This design comes from an exercise in tuning for small area on the open sky130 flow, not from production work.
In this exercise RTL edits were held to simulation tests only and were not proved equivalent to the original.
Power figures rest on the tool's default switching activity, not on a simulated workload.

$ cat design/flow/constraint.sdc
create_clock -name core_clock -period 10.0 [get_ports {clk_25mhz}]
set_input_delay 2.0000 -clock core_clock [delete_from_list [all_inputs] [get_ports {clk_25mhz}]]
set_output_delay 2.0000 -clock core_clock [all_outputs]
set_load 0.01 [all_outputs]
$ cat design/flow/run.sh
#!/bin/bash
# synth_recipe.tcl (not shown) runs the flow's synth.tcl, then flattens the netlist and writes it again
# the make line also repeats each setting of config.mk as NAME=value (left out here)
make -C /OpenROAD-flow-scripts/flow DESIGN_CONFIG=/design/flow/config.mk WORK_HOME=/design/flow/orfs CLKGATE_MAP_FILE= SYNTH_SCRIPT=/design/flow/synth_recipe.tcl finish
$ cat design/flow/config.mk
export PLATFORM = sky130hd
export DESIGN_NAME = uart_echo_colorlight_i9
export DESIGN_NICKNAME = uart_echo_colorlight_i9
export VERILOG_FILES = /design/flow/design.v
export SDC_FILE = /design/flow/constraint.sdc
export NUM_CORES = 4
export LEC_CHECK = 0
export CAP_MARGIN = 20
export CORE_MARGIN = 2
export CORE_UTILIZATION = 40
export SLEW_MARGIN = 20
$ cat design/flow/design.v
`timescale 1ns/1ps
module uart_tx #(
    parameter int CLKS_PER_BIT = 2604   
)(
    input  logic       i_clk,         
    input  logic       i_rst_n,       
    input  logic       i_tx_dv,       
    input  logic [7:0] i_tx_byte,     
    output logic       o_tx_active,   
    output logic       o_tx_serial,   
    output logic       o_tx_done      
);
    typedef enum logic [2:0] {
        IDLE         = 3'b000,
        START_BIT    = 3'b001,
        DATA_BITS    = 3'b010,
        STOP_BIT     = 3'b011,
        CLEANUP      = 3'b100
    } state_t;
    state_t state;
    logic [$clog2(CLKS_PER_BIT)-1:0] clk_count;
    logic [2:0] bit_index;
    logic [7:0] tx_data;
    always_ff @(posedge i_clk or negedge i_rst_n) begin
        if (!i_rst_n) begin
            state       <= IDLE;
            o_tx_serial <= 1'b1;   
            o_tx_done   <= 1'b0;
            o_tx_active <= 1'b0;
            clk_count   <= '0;
            bit_index   <= '0;
            tx_data     <= '0;
        end else begin
            case (state)
                IDLE: begin
                    o_tx_serial <= 1'b1;
                    o_tx_done   <= 1'b0;
                    o_tx_active <= 1'b0;
                    clk_count   <= '0;
                    bit_index   <= '0;
                    if (i_tx_dv) begin
                        tx_data     <= i_tx_byte;
                        o_tx_active <= 1'b1;
                        state       <= START_BIT;
                    end
                end
                START_BIT: begin
                    o_tx_serial <= 1'b0;
                    if (clk_count < CLKS_PER_BIT - 1)
                        clk_count <= clk_count + 1'b1;
                    else begin
                        clk_count <= '0;
                        state     <= DATA_BITS;
                    end
                end
                DATA_BITS: begin
                    o_tx_serial <= tx_data[bit_index];
                    if (clk_count < CLKS_PER_BIT - 1)
                        clk_count <= clk_count + 1'b1;
                    else begin
                        clk_count <= '0;
                        if (bit_index < 7)
                            bit_index <= bit_index + 1'b1;
                        else begin
                            bit_index <= '0;
                            state     <= STOP_BIT;
                        end
                    end
                end
                STOP_BIT: begin
                    o_tx_serial <= 1'b1;
                    if (clk_count < CLKS_PER_BIT - 1)
                        clk_count <= clk_count + 1'b1;
                    else begin
                        clk_count   <= '0;
                        o_tx_done   <= 1'b1;
                        o_tx_active <= 1'b0;
                        state       <= CLEANUP;
                    end
                end
                CLEANUP: begin
                    o_tx_done <= 1'b0;
                    state     <= IDLE;
                end
                default: state <= IDLE;
            endcase
        end
    end
endmodule
`timescale 1ns/1ps
module uart_rx #(
    parameter int CLKS_PER_BIT = 2604   
)(
    input  logic       i_clk,          
    input  logic       i_rst_n,        
    input  logic       i_rx_serial,    
    output logic       o_rx_dv,        
    output logic [7:0] o_rx_byte       
);
    typedef enum logic [2:0] {
        IDLE         = 3'b000,
        START_BIT    = 3'b001,
        DATA_BITS    = 3'b010,
        STOP_BIT     = 3'b011,
        CLEANUP      = 3'b100
    } state_t;
    state_t state;
    logic [$clog2(CLKS_PER_BIT)-1:0] clk_count;
    logic [2:0] bit_index;
    logic [7:0] rx_data;
    logic rx_dv_reg;
    logic rx_sync_0, rx_sync_1;
    always_ff @(posedge i_clk or negedge i_rst_n) begin
        if (!i_rst_n) begin
            rx_sync_0 <= 1'b1;
            rx_sync_1 <= 1'b1;
        end else begin
            rx_sync_0 <= i_rx_serial;
            rx_sync_1 <= rx_sync_0;
        end
    end
    always_ff @(posedge i_clk or negedge i_rst_n) begin
        if (!i_rst_n) begin
            state      <= IDLE;
            clk_count  <= '0;
            bit_index  <= '0;
            rx_data    <= '0;
            o_rx_dv    <= 1'b0;
        end else begin
            case (state)
                IDLE: begin
                    o_rx_dv    <= 1'b0;
                    clk_count  <= '0;
                    bit_index  <= '0;
                    if (rx_sync_1 == 1'b0)
                        state <= START_BIT;
                end
                START_BIT: begin
                    if (clk_count == (CLKS_PER_BIT-1)/2) begin
                        if (rx_sync_1 == 1'b0) begin
                            clk_count <= '0;
                            state     <= DATA_BITS;
                        end else begin
                            state <= IDLE;
                        end
                    end else begin
                        clk_count <= clk_count + 1'b1;
                    end
                end
                DATA_BITS: begin
                    if (clk_count < CLKS_PER_BIT-1) begin
                        clk_count <= clk_count + 1'b1;
                    end else begin
                        clk_count <= '0;
                        rx_data[bit_index] <= rx_sync_1;
                        if (bit_index < 7)
                            bit_index <= bit_index + 1'b1;
                        else
                            state <= STOP_BIT;
                    end
                end
                STOP_BIT: begin
                    if (clk_count < CLKS_PER_BIT-1) begin
                        clk_count <= clk_count + 1'b1;
                    end else begin
                        o_rx_dv   <= 1'b1;
                        clk_count <= '0;
                        state     <= CLEANUP;
                    end
                end
                CLEANUP: begin
                    state   <= IDLE;
                    o_rx_dv <= 1'b0;
                end
                default: state <= IDLE;
            endcase
        end
    end
    assign o_rx_byte = rx_data;
endmodule
`timescale 1ns/1ps
module uart_top #(
    parameter CLK_FREQ_HZ = 25_000_000,   
    parameter BAUD_RATE   = 9600         
) (
    input  logic       i_clk,           
    input  logic       i_rst_n,         
    input  logic       i_uart_rx,       
    output logic       o_uart_tx,       
    input  logic       i_tx_dv,         
    input  logic [7:0] i_tx_byte,       
    output logic       o_tx_active,     
    output logic       o_tx_done,       
    output logic       o_rx_dv,         
    output logic [7:0] o_rx_byte        
);
    localparam int CLKS_PER_BIT = CLK_FREQ_HZ / BAUD_RATE;
    uart_tx #(
        .CLKS_PER_BIT(CLKS_PER_BIT)
    ) uart_tx_inst (
        .i_clk       (i_clk),
        .i_rst_n     (i_rst_n),
        .i_tx_dv     (i_tx_dv),
        .i_tx_byte   (i_tx_byte),
        .o_tx_serial (o_uart_tx),
        .o_tx_active (o_tx_active),
        .o_tx_done   (o_tx_done)
    );
    uart_rx #(
        .CLKS_PER_BIT(CLKS_PER_BIT)
    ) uart_rx_inst (
        .i_clk       (i_clk),
        .i_rst_n     (i_rst_n),
        .i_rx_serial (i_uart_rx),
        .o_rx_dv     (o_rx_dv),
        .o_rx_byte   (o_rx_byte)
    );
endmodule
`timescale 1ns/1ps
`default_nettype none
module teclado #(
    parameter integer CLK_FREQ = 25_000_000,
    parameter integer SCAN_FREQ = 1000
)(
    input  wire clk,
    input  wire rst_n,
    output reg  [3:0] C,
    output reg  [1:0] col_index
);
    localparam integer SCAN_CYCLES = CLK_FREQ / (SCAN_FREQ * 4);
    reg [31:0] scan_counter;
    always @(posedge clk or negedge rst_n) begin
        if(!rst_n) begin
            scan_counter <= 0;
            col_index <= 0;
        end else if(scan_counter >= SCAN_CYCLES - 1) begin
            scan_counter <= 0;
            col_index <= col_index + 1'b1;
        end else begin
            scan_counter <= scan_counter + 1'b1;
        end
    end
    always @(*) begin
        case(col_index)
            2'd0: C = 4'b1110;
            2'd1: C = 4'b1101;
            2'd2: C = 4'b1011;
            2'd3: C = 4'b0111;
            default: C = 4'b1111;
        endcase
    end
endmodule
`timescale 1ns/1ps
`default_nettype none
module fsm_menu #(
    parameter integer CLK_FREQ = 25_000_000
)(
    input  wire clk,
    input  wire rst_n,
    input  wire R1, R2,
    input  wire [1:0] col_index,
    input  wire tx_done_pulse,
    input  wire ext_tx_done_pulse,
    output reg  [1:0] sel_sala,
    output reg  [1:0] sel_sensor,
    output reg  [1:0] menu_state,
    output reg  [7:0] tx_byte1,  
    output reg  [7:0] tx_byte2   
);
    localparam ST_MENU_SALA   = 2'd0;
    localparam ST_MENU_SENSOR = 2'd1;
    localparam ST_SEND_DATA   = 2'd2;
    reg [1:0] last_menu_state;
    reg R1_last, R2_last;
    wire R1_pressed = ~R1 & R1_last;
    wire R2_pressed = ~R2 & R2_last;
    reg [31:0] menu_delay_counter;
    reg menu_delay_active;
    localparam MENU_DELAY_CYCLES = CLK_FREQ / 2;
    always @(posedge clk or negedge rst_n) begin
        if(!rst_n) begin
            menu_state <= ST_MENU_SALA;
            sel_sala <= 0;
            sel_sensor <= 0;
            R1_last <= 1'b1;
            R2_last <= 1'b1;
            tx_byte1 <= 8'h00;  
            tx_byte2 <= 8'h00;  
            last_menu_state <= ST_MENU_SALA;
            menu_delay_counter <= 0;
            menu_delay_active <= 1'b0;
        end else begin
            R1_last <= R1;
            R2_last <= R2;
            if (menu_state == ST_SEND_DATA) begin
                tx_byte1 <= {4'b0000, sel_sensor, sel_sala};
                tx_byte2 <= tx_byte2; 
            end else begin
                tx_byte1 <= 8'h00;
                tx_byte2 <= 8'h00;
            end
            if(menu_delay_active) begin
                if(menu_delay_counter < MENU_DELAY_CYCLES - 1)
                    menu_delay_counter <= menu_delay_counter + 1;
                else
                    menu_delay_active <= 0;
            end else
                menu_delay_counter <= 0;
            case(menu_state)
                ST_MENU_SALA: begin
                    if(!menu_delay_active && (R1_pressed)) begin    
                        case(col_index)
                            2'd0: sel_sala <= 2'b01;
                            2'd1: sel_sala <= 2'b10;
                        endcase
                        last_menu_state <= menu_state;
                        menu_state <= ST_SEND_DATA;
                        menu_delay_active <= 1;
                        sel_sensor <= 2'b00;
                    end
                end
                ST_MENU_SENSOR: begin
                    if(!menu_delay_active) begin
                        if(!R1) begin
                            case (col_index)
                                2'd0: begin
                                    sel_sensor <= 2'b01;
                                    last_menu_state <= menu_state;
                                    menu_state <= ST_SEND_DATA;
                                    menu_delay_active <= 1;
                                end  
                                2'd1: begin 
                                    sel_sensor <= 2'b10;
                                    last_menu_state <= menu_state;
                                    menu_state <= ST_SEND_DATA;
                                    menu_delay_active <= 1;
                                end  
                                default: begin 
                                    sel_sensor <= 2'b10;
                                end
                            endcase
                        end
                    end
                end
                ST_SEND_DATA: begin
                    if(tx_done_pulse && ext_tx_done_pulse) begin
                        if(last_menu_state == ST_MENU_SALA) begin
                            menu_state <= ST_MENU_SENSOR;
                        end else begin
                            menu_state <= ST_MENU_SALA;
                        end
                    end
                end
                default: menu_state <= ST_MENU_SALA; 
            endcase
        end
    end
endmodule
`timescale 1ns/1ps
module uart_echo_colorlight_i9 #(
    parameter CLK_FREQ_HZ = 1_000_000,    
    parameter BAUD_RATE   = 9600          
)(
    input  logic       clk_25mhz,             
    input  logic       reset_n,               
    input  logic       uart_rx_interface,     
    output logic       uart_tx_interface,     
    input  logic       uart_rx_externo1,      
    output logic       uart_tx_externo1,      
    input  wire       R1, R2, R3, R4,         
    output wire [3:0] C                       
);
    logic [7:0] reset_counter;
    logic reset_n_internal;
    always_ff @(posedge clk_25mhz or negedge reset_n) begin
        if (!reset_n) begin
            reset_counter <= 8'd0;
            reset_n_internal <= 1'b0;
        end else if (reset_counter < 8'd255) begin
            reset_counter <= reset_counter + 1'b1;
            reset_n_internal <= 1'b0;
        end else begin
            reset_n_internal <= 1'b1;
        end
    end
    logic [1:0] col_index;  
    teclado #(.CLK_FREQ(CLK_FREQ_HZ)) u_teclado (
        .clk(clk_25mhz),
        .rst_n(reset_n_internal),
        .C(C),
        .col_index(col_index)
    );
    logic [1:0] sel_sala, sel_sensor, menu_state;
    logic [7:0] menu_tx_byte1, menu_tx_byte2; 
    logic tx_done_if_pulse;
    logic tx_done_ext1_pulse;
    fsm_menu #(.CLK_FREQ(CLK_FREQ_HZ)) u_menu (
        .clk(clk_25mhz),
        .rst_n(reset_n_internal),
        .R1(R1),
        .R2(R2),
        .col_index(col_index),
        .tx_done_pulse(tx_done_if_pulse),
        .ext_tx_done_pulse(tx_done_ext1_pulse),
        .sel_sala(sel_sala),
        .sel_sensor(sel_sensor),
        .menu_state(menu_state),
        .tx_byte1(menu_tx_byte1),
        .tx_byte2(menu_tx_byte2)
    );
    logic       rx_dv_if;
    logic [7:0] rx_byte_if;
    logic       tx_dv_if;
    logic [7:0] tx_byte_if;
    logic       tx_active_if, tx_done_if;
    uart_top #(
        .CLK_FREQ_HZ(CLK_FREQ_HZ),
        .BAUD_RATE(BAUD_RATE)
    ) uart_if (
        .i_clk(clk_25mhz),
        .i_rst_n(reset_n_internal),
        .i_uart_rx(uart_rx_interface),
        .o_uart_tx(uart_tx_interface),
        .i_tx_dv(tx_dv_if),
        .i_tx_byte(tx_byte_if),
        .o_tx_active(tx_active_if),
        .o_tx_done(tx_done_if),
        .o_rx_dv(rx_dv_if),
        .o_rx_byte(rx_byte_if)
    );
    logic       rx_dv_ext1;
    logic [7:0] rx_byte_ext1;
    logic       tx_dv_ext1;
    logic [7:0] tx_byte_ext1;
    logic       tx_active_ext1, tx_done_ext1;
    uart_top #(
        .CLK_FREQ_HZ(CLK_FREQ_HZ),
        .BAUD_RATE(BAUD_RATE)
    ) uart_ext1 (
        .i_clk(clk_25mhz),
        .i_rst_n(reset_n_internal),
        .i_uart_rx(uart_rx_externo1),
        .o_uart_tx(uart_tx_externo1),
        .i_tx_dv(tx_dv_ext1),
        .i_tx_byte(tx_byte_ext1),
        .o_tx_active(tx_active_ext1),
        .o_tx_done(tx_done_ext1),
        .o_rx_dv(rx_dv_ext1),
        .o_rx_byte(rx_byte_ext1)
    );
    reg tx_dv_if_stb_reg;      
    reg tx_dv_ext1_stb_reg;    
    reg        forward_buffer_valid;  
    reg [7:0]  forward_buffer_byte;   
    reg        tx_forward_mode;       
    localparam ST_WAIT_MENU = 2'd0;
    localparam ST_TX_BYTE1  = 2'd1;
    localparam ST_TX_BYTE2  = 2'd2;
    localparam ST_WAIT_DATA = 2'd3;
    reg [1:0] tx_fsm_state;
    reg       ext_packet_ready;
    reg       tx_source;  
    localparam integer RESPONSE_TIMEOUT_CYCLES = CLK_FREQ_HZ / 1000;  
    reg [31:0] rx_wait_counter;
    reg        external_single_byte;
    reg [7:0]  measurement_byte;
    reg [1:0] rx_fsm_state;
    reg [7:0] external_byte1;
    reg [7:0] external_byte2;
    always_ff @(posedge clk_25mhz or negedge reset_n_internal) begin
        if (!reset_n_internal) begin
            tx_fsm_state <= ST_WAIT_MENU;
            tx_dv_if     <= 1'b0;
            tx_byte_if   <= 8'h00;
            tx_dv_ext1   <= 1'b0;
            tx_byte_ext1 <= 8'h00;
            tx_done_if_pulse   <= 1'b0;
            tx_done_ext1_pulse <= 1'b0;
            ext_packet_ready <= 1'b0;
            tx_source <= 1'b0;
            forward_buffer_valid <= 1'b0;
            forward_buffer_byte  <= 8'h00;
            tx_forward_mode      <= 1'b0;
            tx_dv_if_stb_reg   <= 1'b0;
            tx_dv_ext1_stb_reg <= 1'b0;
            rx_fsm_state       <= 2'd0;
            external_byte1     <= 8'h00;
            external_byte2     <= 8'h00;
            ext_packet_ready   <= 1'b0;
            rx_wait_counter    <= 32'd0;
            external_single_byte <= 1'b0;
            measurement_byte   <= 8'h00;
            forward_buffer_valid <= 1'b0; 
        end else begin
            tx_dv_if_stb_reg   <= 1'b0;
            tx_dv_ext1_stb_reg <= 1'b0;
            tx_done_if_pulse   <= 1'b0;
            tx_done_ext1_pulse <= 1'b0;
            if (tx_done_if) begin
                tx_done_if_pulse <= 1'b1;
            end
            if (tx_done_ext1) begin
                tx_done_ext1_pulse <= 1'b1;
            end
            if (rx_dv_ext1 && !tx_active_if ) begin
                tx_byte_if         <= rx_byte_ext1;
                tx_dv_if_stb_reg   <= 1'b1; 
            end
            case(tx_fsm_state)
                ST_WAIT_MENU: begin
                    if (rx_dv_ext1 ) begin
                        tx_byte_if       <= rx_byte_ext1;
                        tx_dv_if_stb_reg <= 1'b1;
                    end
                    if (forward_buffer_valid) begin
                        tx_forward_mode <= 1'b1;
                        tx_source <= 1'b1; 
                        tx_fsm_state <= ST_TX_BYTE1;
                    end else if (ext_packet_ready) begin
                        tx_source <= 1'b1;  
                        tx_fsm_state <= ST_TX_BYTE1;
                    end else if (menu_state == 2'd2) begin  
                        tx_source <= 1'b0;
                        tx_fsm_state <= ST_TX_BYTE1;
                    end
                end
                ST_TX_BYTE1: begin
                    if (!tx_active_if && !tx_active_ext1) begin
                        if (tx_source == 1'b0) begin
                            tx_byte_if   <= menu_tx_byte1;
                            tx_byte_ext1 <= menu_tx_byte1;
                            tx_dv_if_stb_reg   <= 1'b1; 
                            tx_dv_ext1_stb_reg <= 1'b1; 
                        end else begin
                            if (tx_forward_mode) begin
                                tx_byte_if   <= forward_buffer_byte;
                                tx_byte_ext1 <= 8'h00;
                                tx_dv_if_stb_reg   <= 1'b1;
                                tx_dv_ext1_stb_reg <= 1'b0;
                            end else begin
                                tx_byte_if   <= menu_tx_byte1;        
                                tx_byte_ext1 <= 8'h00;
                                tx_dv_if_stb_reg   <= 1'b1;
                                tx_dv_ext1_stb_reg <= 1'b0;
                            end
                        end
                        tx_fsm_state <= ST_TX_BYTE2;  
                    end
                end
                ST_TX_BYTE2: begin
                    if (tx_source == 1'b0) begin
                        if (tx_done_if_pulse && tx_done_ext1_pulse) begin 
                            tx_byte_if   <= measurement_byte;
                            tx_byte_ext1 <= measurement_byte;
                            tx_dv_if_stb_reg   <= 1'b1;
                            tx_dv_ext1_stb_reg <= 1'b1;
                            tx_fsm_state <= ST_WAIT_DATA;
                        end
                    end else begin
                        if (tx_forward_mode) begin
                            if (tx_done_if_pulse) begin
                                forward_buffer_valid <= 1'b0; 
                                tx_forward_mode <= 1'b0;
                                tx_source <= 1'b0;
                                tx_fsm_state <= ST_WAIT_MENU;
                            end
                        end else begin
                            if (tx_done_if_pulse) begin
                                tx_byte_if   <= measurement_byte;
                                tx_byte_ext1 <= 8'h00;
                                tx_dv_if_stb_reg   <= 1'b1;
                                tx_dv_ext1_stb_reg <= 1'b0;
                                tx_fsm_state <= ST_WAIT_DATA;
                            end
                        end
                    end
                end
                ST_WAIT_DATA: begin
                    if (tx_source == 1'b1) begin
                        if (tx_done_if_pulse) begin
                            ext_packet_ready <= 1'b0;
                            tx_source <= 1'b0;
                            tx_fsm_state <= ST_WAIT_MENU;
                        end
                    end else begin
                        if (menu_state != 2'd2) begin 
                            tx_fsm_state <= ST_WAIT_MENU;
                        end
                    end
                end
                default: tx_fsm_state <= ST_WAIT_MENU;
            endcase
            tx_dv_if   <= tx_dv_if_stb_reg;
            tx_dv_ext1 <= tx_dv_ext1_stb_reg;
            case (rx_fsm_state)
                2'd0: begin 
                    ext_packet_ready <= 1'b0;
                    rx_wait_counter  <= 32'd0;
                    if (rx_dv_ext1) begin
                        external_byte1 <= rx_byte_ext1;
                        forward_buffer_byte  <= rx_byte_ext1;
                        forward_buffer_valid <= 1'b1;
                        rx_wait_counter <= 32'd0;
                        rx_fsm_state <= 2'd1;
                    end
                end
                2'd1: begin 
                    if (rx_dv_ext1) begin
                        external_byte2 <= rx_byte_ext1;
                        external_single_byte <= 1'b0;
                        measurement_byte <= rx_byte_ext1;
                        ext_packet_ready <= 1'b1;
                        forward_buffer_byte  <= rx_byte_ext1;
                        forward_buffer_valid <= 1'b1;
                    end else if (rx_wait_counter < RESPONSE_TIMEOUT_CYCLES) begin
                        rx_wait_counter <= rx_wait_counter + 1;
                    end else begin
                        external_single_byte <= 1'b1;
                        external_byte2 <= 8'h00;
                        measurement_byte <= external_byte1; 
                        ext_packet_ready <= 1'b1;
                        rx_fsm_state <= 2'd2;
                    end
                end
                2'd2: begin 
                    if (!ext_packet_ready) begin
                        rx_fsm_state <= 2'd0;
                    end
                end
                default: rx_fsm_state <= 2'd0;
            endcase
        end
    end
endmodule
==> impl_metrics.py <==
metrics = {
    "run_status": {
        "status": "complete, no violations",
    },
    "logic_synthesis": {
        "synth_simple_gate_area_share": 0.172,
        "postSynthAreaPerCell_um2": 10.9,
        "ys_warn_count": 5,
        "syn_area_um2": 11100,
        "muxShareOfSynthArea": 0.0803,
        "synth_top_family_by_area": "simple AND/OR/NAND/NOR gates",
        "ys_seq_area_frac": 0.560,
        "synth_xor_area_frac": 0.0261,
        "synth_compound_area_frac": 0.109,
        "synth_edf_count": 0,
        "synthAdderAreaFrac": 0.0294,
        "syn_inst": 1018,
        "ys_seq_elements": 247,
        "synth_cell_types": 61,
        "ys.flop_type": "dfrtp_1",
        "synthArstFlopShare": 1.00,
    },
    "timing": {
        "worst_hold_slack_ns": 0.332,
        "layout_setup_ws_ns": 6.16,
        "worst_slew_pin_slew_ns": 1.01,
        "setup_viol": 0,
        "maxSlewHeadroom": 0.322,
        "rsz0062_at_grt": "false",
        "fmax_mhz": 261,
        "finalCriticalPeriod_ns": 3.84,
        "drv_slew": 0,
        "fin_tns_setup_ns": 0,
        "skew_ns": 0.0174,
        "hold_viol": 0,
        "fin_crit_sh": 0.384,
    },
    "finish": {
        "multiInputGateArea_um2": 4710,
        "final_area_um2": 12600,
        "antenna_cells": 0,
        "utilization": 0.465,
        "drive_above_1_share": 0.106,
        "fillers": 2481,
        "areaGrowthSynthToFinish_pct": 13.7,
        "reg_top3": "rx_wait_counter: 32 flops, u_menu.menu_delay_counter: 32 flops, u_teclado.scan_counter: 32 flops",
        "layout.nets": 1078,
        "seq_area_um2": 6190,
    },
    "placement": {
        "dp_slack_ns": 6.37,
        "placedInstanceArea_um2": 11500,
        "port_buffers": 9,
        "dp_hpwl_um": 13100,
        "finalWeightedCongestion": 0.758,
    },
    "worst_setup_path": {
        "path_depth": 4,
        "cpMostUsedCell": "inv_1",
        "crit_slowest_cell": "clkdlybuf4s50_1",
        "worstSetupEndpointType": "output pin",
        "rrSetupSlack_ns": 7.32,
        "path_delay_family": "buffers and inverters",
        "reg2reg_to": "tx_byte_ext1[5]",
        "crit_chain": "inv_1, ha_1, inv_1, clkdlybuf4s50_1",
        "path_buf_inv": 3,
        "r2r-start": "tx_fsm_state[0]",
        "critical_path.endpoint": "C[0]",
        "cpPeakStageDelay_ns": 0.53,
        "critPathKind": "flop to output pin",
        "startpoint": "u_teclado.col_index[0]",
        "crit_fanout": 4,
        "required_ns": 8.00,
        "critPathArrivalTime_ns": 1.84,
        "rr_worst_depth": 7,
        "start_kind": "flop",
    },
    "clock_network": {
        "h-tree-depth": 1,
        "holdBufCountCts": 0,
        "cts_made_buffers": 28,
        "post_cts_resized": 0,
        "root_buffer": "clkbuf_16",
        "cts_sinks": 247,
        "cts_tree": "done",
        "postCtsSetupRepairBufs": 0,
        "clock_latency_ns": 0.55,
        "path_clk_slew_ns": 0.06,
        "clock_path_buffers": 3,
    },
    "detailed_routing": {
        "vias_per_cell": 5.24,
        "first_iter_violations": 423,
        "vias": 7368,
        "detail-route-antenna-nets": 0,
        "first_pass_iters": 5,
        "wl_um": 20100,
        "drcViolationCount": 0,
        "wire_per_inst_um": 14.3,
    },
    "floorplanning": {
        "rows": 60,
        "core_area_um2": 27000,
        "die_area_um2": 29000,
        "start_util": 0.409,
        "ios": 14,
        "die_w_um": 170,
        "fp.dieH_um": 170,
    },
    "global_route": {
        "grt_pass1_wl_um": 35400,
        "antenna_found_initial": 0,
        "grt_overflow": 0,
        "grt_usage": 0.146,
        "grt_pass1_vias": 7125,
        "grt_max_degree": 76,
    },
    "power": {
        "leakagePower_nw": 5.59,
        "powerDensity_nw_per_um2": 212,
        "max-vdd-ir-drop_uv": 113,
    },
    "flow_run": {
        "maxCapViolations": 0,
    },
    "min_path": {
        "hp-class": "flop to async pin",
    },
}
[through the flow]
step	instances	total power [W]
2_1_floorplan	1041	0.00148
3_3_place_gp	1355	0.00157
3_5_place_dp	1355	0.00158
4_1_cts	1405	0.00270
5_1_grt	1405	0.00281
6_report	1405	0.00267
[worst min-delay path by stage]
stage                                      to                from  cells after the start  slack, ns
floorplan                          tx_dv_ext1  tx_dv_ext1_stb_reg                      0       0.33
global placement                     tx_dv_if    tx_dv_if_stb_reg                      0       0.34
detailed placement                   tx_dv_if    tx_dv_if_stb_reg                      0       0.34
CTS                                  tx_dv_if    tx_dv_if_stb_reg                      0       0.35
global route                         tx_dv_if    tx_dv_if_stb_reg                      0       0.36
finish              u_teclado.scan_counter[5]    reset_n_internal                      0       0.33
[power by group]
group | internal (W) | leakage (nW) | switching (W)
Combinational | 0.000159 | 1.79 | 0.000199
Clock | 0.000693 | 0.491 | 0.000415
Sequential | 0.00110 | 3.31 | 0.0000967
Total | 0.00196 | 5.59 | 0.000710
[cells in the mapped netlist (4+ instances only)]
library cell / instances / area share
dfrtp_1: 242 / 0.55
nand2_1: 104 / 0.035
nor2_1: 81 / 0.027
o21ai_0: 52 / 0.024
mux2_2: 46 / 0.047
nand3_1: 44 / 0.020
clkbuf_1: 38 / 0.013
a21oi_1: 32 / 0.014
mux2i_1: 28 / 0.025
inv_1: 27 / 0.0092
ha_1: 26 / 0.029
nor2b_1: 24 / 0.014
and2_1: 23 / 0.013
nor4_1: 23 / 0.013
xnor2_1: 23 / 0.018
nor3_1: 21 / 0.0095
a22o_1: 17 / 0.013
and3_1: 16 / 0.0091
nand4_1: 15 / 0.0085
xor2_1: 10 / 0.0079
nand2b_1: 9 / 0.0051
o311ai_0: 8 / 0.0063
o31ai_1: 8 / 0.0054
a31oi_1: 7 / 0.0040
o22ai_1: 7 / 0.0040
a21o_1: 6 / 0.0041
a221oi_1: 5 / 0.0040
dfstp_2: 5 / 0.012
nand3b_1: 5 / 0.0034
nor3b_1: 5 / 0.0034
mux4_2: 4 / 0.0081
o311a_1: 4 / 0.0036
o32ai_1: 4 / 0.0032
[layout make-up]
class | instances | area share
Inverter | 27 | 0.00806
Timing Repair Buffer | 14 | 0.0102
Sequential cell | 247 | 0.493
Multi-Input combinational cell | 726 | 0.374
Tap cell | 341 | 0.0339
Clock buffer | 33 | 0.0596
Clock inverter | 17 | 0.0213
[metal layers]
metal | global-route usage | share of wire | vias to the layer above
met3 | 0.0216 | 0.028 | 35
met4 | 0.0383 | 0.022 | 0
li1 | - | - | 3673
met5 | 0 | 0 | -
met1 | 0.212 | 0.50 | 3587
met2 | 0.230 | 0.45 | 73
[kinds of logic (layout without fill, tap and decap cells)]
group | after synthesis | in the layout
mux | 78 | 78
compound gates | 180 | 180
xor+xnor | 33 | 33
flops | 247 | 247
fa+ha+maj | 26 | 26
buf+inv | 68 | 91
other cells | 1 | 24
simple gates | 385 | 385
[placed cells by master, fill, tap and decap left out, drive strengths merged, types with 8 or more instances in the layout]
cell type and instances:
nand2b 9, o311ai 8, and2 23, a22o 17
clkdlybuf4s50 9, nand3 44, nand2 104, mux2 46
nor4 23, mux2i 28, nor3 21, o21ai 53
clkbuf 33, conb 24, nor2b 24, xnor2 23
and3 16, inv 28, nand4 15, nor2 81
xor2 10, a21oi 32, o31ai 8, ha 26
dfrtp 242

-- separate check: timing with driven ports --
How much do the figures lean on ideal ports? The routed layout below was timed once more, with nothing changed but the port constraints.
Step 1 (the two cells are an assumption about what drives the block):
set clk [get_ports {clk_25mhz}]
set_driving_cell -lib_cell sky130_fd_sc_hd__clkbuf_16 $clk
set_driving_cell -lib_cell sky130_fd_sc_hd__buf_2 [delete_from_list [all_inputs] $clk]
Step 2, shift: input delay + t, output delay - t, t = (earliest + latest rising clock arrival at the registers) / 2. This alone moves slack from input paths to output paths.
Three values: no drivers, after step 1, after step 2; two values: the first two.
shift t [ns]: 0.587
slack for setup (ns): 6.163 / 6.113 / 6.376
slew at the worst register clock pin (ns): 0.07 / 0.07
worst slew at a driven data input, ns: 0.03
After both steps this run still meets setup and hold. The setup slack of this run moves by -0.050 ns with the drivers and by +0.213 ns with both steps.
